Source: an optimization exercise on an open RTL-to-GDS flow (aim: a short achievable clock period and few clock cycles). Production flows keep margins and buffers that such runs may drop. In this exercise RTL edits were held to simulation tests only and were not proved equivalent to the original. Power is estimated from default activity; no workload was simulated.

==> flow/design.v <==
module mips_pipeline (
  input         clk,
  input         reset,
  output [31:0] imem_addr,
  input  [31:0] imem_data,
  output [31:0] dmem_addr,
  output [31:0] dmem_wdata,
  output        dmem_we,
  input  [31:0] dmem_rdata
);
reg  [29:0] pc;                        
reg         v_d;
reg  [31:0] ins_d;
reg         pred_d;
reg  [29:0] pc4_d;
reg         pok_d;
reg         beq_e, pred_e;
reg         rw_e, ld_e, sw_e, mem_e;
reg  [4:0]  dst_e;
reg  [29:0] alt_e;
reg  [29:0] tgt_e;                     
reg         pfix_e;                    
reg  [31:0] ap_e;                      
reg  [31:0] bp_e;                      
reg  [31:0] rp_e;                      
reg         fam_e, bam_e, fbm_e;       
reg         fan_e, ban_e, fbn_e;       
reg         sub_e, and_e, or_e, ar_e, slt_e;
reg         subn_e;                    
reg         rw_m, ld_m, sw_m;
reg         mis_m;                     
reg  [29:0] alt_m;                     
reg  [4:0]  dst_m;
reg  [31:0] alu_m, sd_m;
reg  [31:0] da_m;                      
reg         rw_w;
reg  [4:0]  dst_w;
reg  [31:0] wbd;
reg  [31:0] rf [1:31];
assign imem_addr = {pc, 2'b00};
wire [29:0] pc_inc = pc + 30'd1;
wire [5:0]  f_op   = imem_data[31:26];
wire        f_j    = (f_op == 6'h02);
wire        f_beq  = (f_op == 6'h04);
wire        f_pred = f_j | (f_beq & (imem_data[15] | (imem_data[25:21] == imem_data[20:16])));
wire [10:0] f_lo   = {1'b0, pc[9:0]} + {1'b0, imem_data[9:0]} + 11'd1;
wire        f_pok  = imem_data[15] ? (f_lo[10] & (&imem_data[15:10]))
                                   : (~f_lo[10] & ~(|imem_data[15:10]));
wire [29:0] f_tgt  = f_j ? {pc_inc[29:26], imem_data[25:0]} : {pc[29:10], f_lo[9:0]};
wire [29:0] f_npc  = f_pred ? f_tgt : pc_inc;
wire [5:0] op    = ins_d[31:26];
wire [4:0] rs    = ins_d[25:21];
wire [4:0] rt    = ins_d[20:16];
wire [4:0] rd    = ins_d[15:11];
wire [5:0] funct = ins_d[5:0];
wire [31:0] simm = {{16{ins_d[15]}}, ins_d[15:0]};
wire is_r    = (op == 6'h00);
wire is_addi = (op == 6'h08);
wire is_lw   = (op == 6'h23);
wire is_sw   = (op == 6'h2b);
wire is_beq  = (op == 6'h04);
wire use_rs = is_r | is_addi | is_lw | is_sw | is_beq;
wire use_rt = is_r | is_sw | is_beq;
wire [4:0] dst_d = is_r ? rd : rt;
wire rw_d = (is_r | is_addi | is_lw) && (dst_d != 5'd0);
wire [29:0] brt_d = pc4_d + simm[29:0];      
wire sub_d = is_r & (funct == 6'h22 || funct == 6'h2a);
wire stall = v_d && ld_e &&
             ((use_rs && rs == dst_e) || (use_rt && rt == dst_e));
wire [31:0] wb_rs = (rw_w && dst_w == rs) ? wbd : rf[rs];
wire [31:0] wb_rt = (rw_w && dst_w == rt) ? wbd : rf[rt];
wire [31:0] rsv_d = (rs == 5'd0) ? 32'd0 : wb_rs;
wire [31:0] rtv_d = (rt == 5'd0) ? 32'd0 : wb_rt;
wire [31:0] mem_val = ld_m ? dmem_rdata : alu_m;
wire fa_m = rw_e && dst_e == rs;
wire fb_m = rw_e && dst_e == rt;
wire fa_k = rw_m && dst_m == rs;
wire fb_k = rw_m && dst_m == rt;
wire [31:0] ap_d = fa_k ? mem_val : rsv_d;
wire [31:0] rp_d = fb_k ? mem_val : rtv_d;
wire [31:0] bp_d = is_r ? (rp_d ^ {32{sub_d}}) : simm;
wire [31:0] a  = {fan_e ? ap_e[31:16] : alu_m[31:16],
                  fam_e ? alu_m[15:0] : ap_e[15:0]};
wire [31:0] bf = {fbn_e ? rp_e[31:16] : alu_m[31:16],
                  fbm_e ? alu_m[15:0] : rp_e[15:0]};
wire [31:0] bx = {ban_e ? bp_e[31:16] : (alu_m[31:16] ^ {16{~subn_e}}),
                  bam_e ? (alu_m[15:0] ^ {16{sub_e}}) : bp_e[15:0]};
wire [31:0] sum;
wire        cout;
ks_add32 u_add (.a(a), .b(bx), .ci(sub_e), .s(sum), .co(cout));
wire [31:0] res = ({32{and_e}} & (a & bx)) |
                  ({32{or_e}}  & (a | bx)) |
                  ({32{ar_e}}  & sum) |
                  {31'd0, slt_e & ~cout};
wire eq_rr = (ap_e == rp_e);
wire eq_mr = (alu_m == rp_e);
wire eq_rm = (ap_e == alu_m);
wire eq = fam_e ? (fbm_e | eq_mr) : (fbm_e ? eq_rm : eq_rr);
wire ex_mis      = beq_e & ((eq != pred_e) | (pfix_e & eq));
wire redirect    = mis_m;
wire id_go       = v_d & ~stall & ~redirect;
always @(posedge clk) begin
  if (reset)            pc <= 30'd0;
  else if (redirect)    pc <= alt_m;
  else if (!stall)      pc <= f_npc;
  if (reset || redirect)    v_d <= 1'b0;
  else if (!stall)          v_d <= 1'b1;
  if (!stall) begin
    ins_d  <= imem_data;
    pred_d <= f_pred;
    pc4_d  <= pc_inc;
    pok_d  <= f_pok;
  end
  if (reset || !id_go) begin
    beq_e <= 1'b0; rw_e <= 1'b0; ld_e <= 1'b0; sw_e <= 1'b0; mem_e <= 1'b0;
  end else begin
    beq_e <= is_beq;
    rw_e  <= rw_d;
    ld_e  <= is_lw & rw_d;
    sw_e  <= is_sw;
    mem_e <= is_sw | is_lw;
  end
  pred_e <= pred_d;
  dst_e  <= dst_d;
  alt_e  <= pred_d ? pc4_d : brt_d;
  tgt_e  <= brt_d;
  pfix_e <= is_beq & pred_d & ~pok_d;
  ap_e   <= ap_d;
  bp_e   <= bp_d;
  rp_e   <= rp_d;
  fam_e  <= fa_m;
  fbm_e  <= fb_m;
  bam_e  <= is_r & fb_m;
  fan_e  <= ~fa_m;
  fbn_e  <= ~fb_m;
  ban_e  <= ~(is_r & fb_m);
  sub_e  <= sub_d;
  subn_e <= ~sub_d;
  and_e  <= is_r & (funct == 6'h24);
  or_e   <= is_r & (funct == 6'h25);
  ar_e   <= ~is_r | (funct == 6'h20) | (funct == 6'h22);
  slt_e  <= is_r & (funct == 6'h2a);
  if (reset || redirect) begin
    rw_m <= 1'b0; ld_m <= 1'b0; sw_m <= 1'b0; mis_m <= 1'b0;
  end else begin
    rw_m <= rw_e; ld_m <= ld_e; sw_m <= sw_e; mis_m <= ex_mis;
  end
  alt_m <= (pfix_e & eq) ? tgt_e : alt_e;
  dst_m <= dst_e;
  alu_m <= res;
  da_m  <= sum & {32{mem_e}};
  sd_m  <= bf;
  if (reset) rw_w <= 1'b0;
  else       rw_w <= rw_m;
  dst_w <= dst_m;
  wbd   <= mem_val;
  if (rw_w) rf[dst_w] <= wbd;
end
assign dmem_addr  = da_m;
assign dmem_wdata = sd_m;
assign dmem_we    = sw_m;
endmodule
module ks_add32 (
  input  [31:0] a,
  input  [31:0] b,
  input         ci,
  output [31:0] s,
  output        co
);
wire [31:0] p = a ^ b;
wire [31:0] g0 = a & b;
reg  [31:0] g, t;
integer i, k;
always @(*) begin
  g = g0;
  t = p;
  g[0] = g0[0] | (p[0] & ci);
  for (k = 1; k < 32; k = k * 2)
    for (i = 31; i >= k; i = i - 1) begin
      g[i] = g[i] | (t[i] & g[i-k]);
      t[i] = t[i] & t[i-k];
    end
end
assign s  = p ^ {g[30:0], ci};
assign co = g[31];
endmodule
make LEC_CHECK=0 ABC_CLOCK_PERIOD_IN_PS=2500 CAP_MARGIN=20 CORE_MARGIN=2 CORE_UTILIZATION=62 SETUP_SLACK_MARGIN=5 SLEW_MARGIN=20 finish   # period 8.0 ns
run.sh (not shown) runs the stock make flow with config.mk's settings and CLKGATE_MAP_FILE= SYNTH_SCRIPT=/design/flow/synth_recipe.tcl, a recipe that flattens the netlist after the stock synthesis.
Testbench counts at the start, summed over its fixed seeds: cycles 19,971.
Next try:
--- a/flow/design.v
+++ b/flow/design.v
@@ -23,15 +23,18 @@
 reg  [31:0] ap_e;                      
 reg  [31:0] bp_e;                      
 reg  [31:0] rp_e;                      
-reg         fam_e, bam_e, fbm_e;       
-reg         fan_e, ban_e, fbn_e;       
+reg         fas_e, fal_e, fbs_e, fbl_e, bas_e, bal_e;
+reg         fasn_e, faln_e, fbsn_e, fbln_e, basn_e, baln_e;
 reg         sub_e, and_e, or_e, ar_e, slt_e;
 reg         subn_e;                    
 reg         rw_m, ld_m, sw_m;
 reg         mis_m;                     
 reg  [29:0] alt_m;                     
 reg  [4:0]  dst_m;
-reg  [31:0] alu_m, sd_m;
+reg  [31:0] s_m;                       
+reg  [31:0] l_m;                       
+reg         wh_m;                      
+reg  [31:0] sd_m;
 reg  [31:0] da_m;                      
 reg         rw_w;
 reg  [4:0]  dst_w;
@@ -71,6 +74,7 @@
 wire [31:0] wb_rt = (rw_w && dst_w == rt) ? wbd : rf[rt];
 wire [31:0] rsv_d = (rs == 5'd0) ? 32'd0 : wb_rs;
 wire [31:0] rtv_d = (rt == 5'd0) ? 32'd0 : wb_rt;
+wire [31:0] alu_m   = wh_m ? s_m : l_m;
 wire [31:0] mem_val = ld_m ? dmem_rdata : alu_m;
 wire fa_m = rw_e && dst_e == rs;
 wire fb_m = rw_e && dst_e == rt;
@@ -79,23 +83,21 @@
 wire [31:0] ap_d = fa_k ? mem_val : rsv_d;
 wire [31:0] rp_d = fb_k ? mem_val : rtv_d;
 wire [31:0] bp_d = is_r ? (rp_d ^ {32{sub_d}}) : simm;
-wire [31:0] a  = {fan_e ? ap_e[31:16] : alu_m[31:16],
-                  fam_e ? alu_m[15:0] : ap_e[15:0]};
-wire [31:0] bf = {fbn_e ? rp_e[31:16] : alu_m[31:16],
-                  fbm_e ? alu_m[15:0] : rp_e[15:0]};
-wire [31:0] bx = {ban_e ? bp_e[31:16] : (alu_m[31:16] ^ {16{~subn_e}}),
-                  bam_e ? (alu_m[15:0] ^ {16{sub_e}}) : bp_e[15:0]};
+wire [31:0] a  = {~fasn_e ? s_m[31:16] : ~faln_e ? l_m[31:16] : ap_e[31:16],
+                   fas_e  ? s_m[15:0]  : fal_e   ? l_m[15:0]  : ap_e[15:0]};
+wire [31:0] bf = {~fbsn_e ? s_m[31:16] : ~fbln_e ? l_m[31:16] : rp_e[31:16],
+                   fbs_e  ? s_m[15:0]  : fbl_e   ? l_m[15:0]  : rp_e[15:0]};
+wire [31:0] bx = {~basn_e ? (s_m[31:16] ^ {16{~subn_e}}) :
+                  ~baln_e ? (l_m[31:16] ^ {16{~subn_e}}) : bp_e[31:16],
+                   bas_e  ? (s_m[15:0] ^ {16{sub_e}}) :
+                   bal_e  ? (l_m[15:0] ^ {16{sub_e}}) : bp_e[15:0]};
 wire [31:0] sum;
 wire        cout;
 ks_add32 u_add (.a(a), .b(bx), .ci(sub_e), .s(sum), .co(cout));
-wire [31:0] res = ({32{and_e}} & (a & bx)) |
-                  ({32{or_e}}  & (a | bx)) |
-                  ({32{ar_e}}  & sum) |
-                  {31'd0, slt_e & ~cout};
-wire eq_rr = (ap_e == rp_e);
-wire eq_mr = (alu_m == rp_e);
-wire eq_rm = (ap_e == alu_m);
-wire eq = fam_e ? (fbm_e | eq_mr) : (fbm_e ? eq_rm : eq_rr);
+wire [31:0] lres = ({32{and_e}} & (a & bx)) |
+                   ({32{or_e}}  & (a | bx)) |
+                   {31'd0, slt_e & ~cout};
+wire eq = (a == bf);
 wire ex_mis      = beq_e & ((eq != pred_e) | (pfix_e & eq));
 wire redirect    = mis_m;
 wire id_go       = v_d & ~stall & ~redirect;
@@ -128,12 +130,18 @@
   ap_e   <= ap_d;
   bp_e   <= bp_d;
   rp_e   <= rp_d;
-  fam_e  <= fa_m;
-  fbm_e  <= fb_m;
-  bam_e  <= is_r & fb_m;
-  fan_e  <= ~fa_m;
-  fbn_e  <= ~fb_m;
-  ban_e  <= ~(is_r & fb_m);
+  fas_e  <= fa_m & ar_e;
+  fal_e  <= fa_m & ~ar_e;
+  fbs_e  <= fb_m & ar_e;
+  fbl_e  <= fb_m & ~ar_e;
+  bas_e  <= is_r & fb_m & ar_e;
+  bal_e  <= is_r & fb_m & ~ar_e;
+  fasn_e <= ~(fa_m & ar_e);
+  faln_e <= ~(fa_m & ~ar_e);
+  fbsn_e <= ~(fb_m & ar_e);
+  fbln_e <= ~(fb_m & ~ar_e);
+  basn_e <= ~(is_r & fb_m & ar_e);
+  baln_e <= ~(is_r & fb_m & ~ar_e);
   sub_e  <= sub_d;
   subn_e <= ~sub_d;
   and_e  <= is_r & (funct == 6'h24);
@@ -147,7 +155,9 @@
   end
   alt_m <= (pfix_e & eq) ? tgt_e : alt_e;
   dst_m <= dst_e;
-  alu_m <= res;
+  s_m   <= sum;
+  l_m   <= lres;
+  wh_m  <= ar_e;
   da_m  <= sum & {32{mem_e}};
   sd_m  <= bf;
   if (reset) rw_w <= 1'b0;
The new run went through all stages and came out clean.
Cell area increases by about 3%.
Register-to-register slack is worse by 0.14 ns.
Worst setup slack is worse by 0.14 ns.
Maximum frequency decreases by 4.2%.
Worst hold slack is better by 0.0098 ns.
Count of clock-buffer cells in the layout decreases by 4.
Routed wire length increases by 2.0%.
Total power increases by 1.8%.
Die area increases by about 2%.
Cell count increases by 3.9%.
Non-clock buffer count increases by 28.
Flip-flop and latch count increases by 39.
Testbench counts after the change, summed over its fixed seeds: cycles 19,971.

what the ideal ports hide:
Ports are ideal in the flow. The routed layouts listed here were re-timed in OpenROAD.
Step 1 (the two cells are an assumption about what drives the block):
set clk [get_ports {clk}]
set_driving_cell -lib_cell sky130_fd_sc_hd__clkbuf_16 $clk
set_driving_cell -lib_cell sky130_fd_sc_hd__buf_2 [delete_from_list [all_inputs] $clk]
Step 2 times the ports against the registers' clock, not the clock port: input delays grow and output delays shrink by t, the midpoint of the rising clock arrivals with the driver on.
Slacks: no drivers / after step 1 / after step 2; pairs: no drivers / after step 1.
run | t (ns) | setup slack, ns | worst register clock-pin slew, ns
the first run | 0.828 | 4.706 / 4.706 / 4.076 | 0.06 / 0.06
the second run | 0.839 | 4.563 / 4.563 / 4.260 | 0.07 / 0.07
After both steps every run listed still meets setup and hold. The setup slack of the first run, which loses most, moves by 0.000 ns with the drivers and by -0.630 ns with both steps.
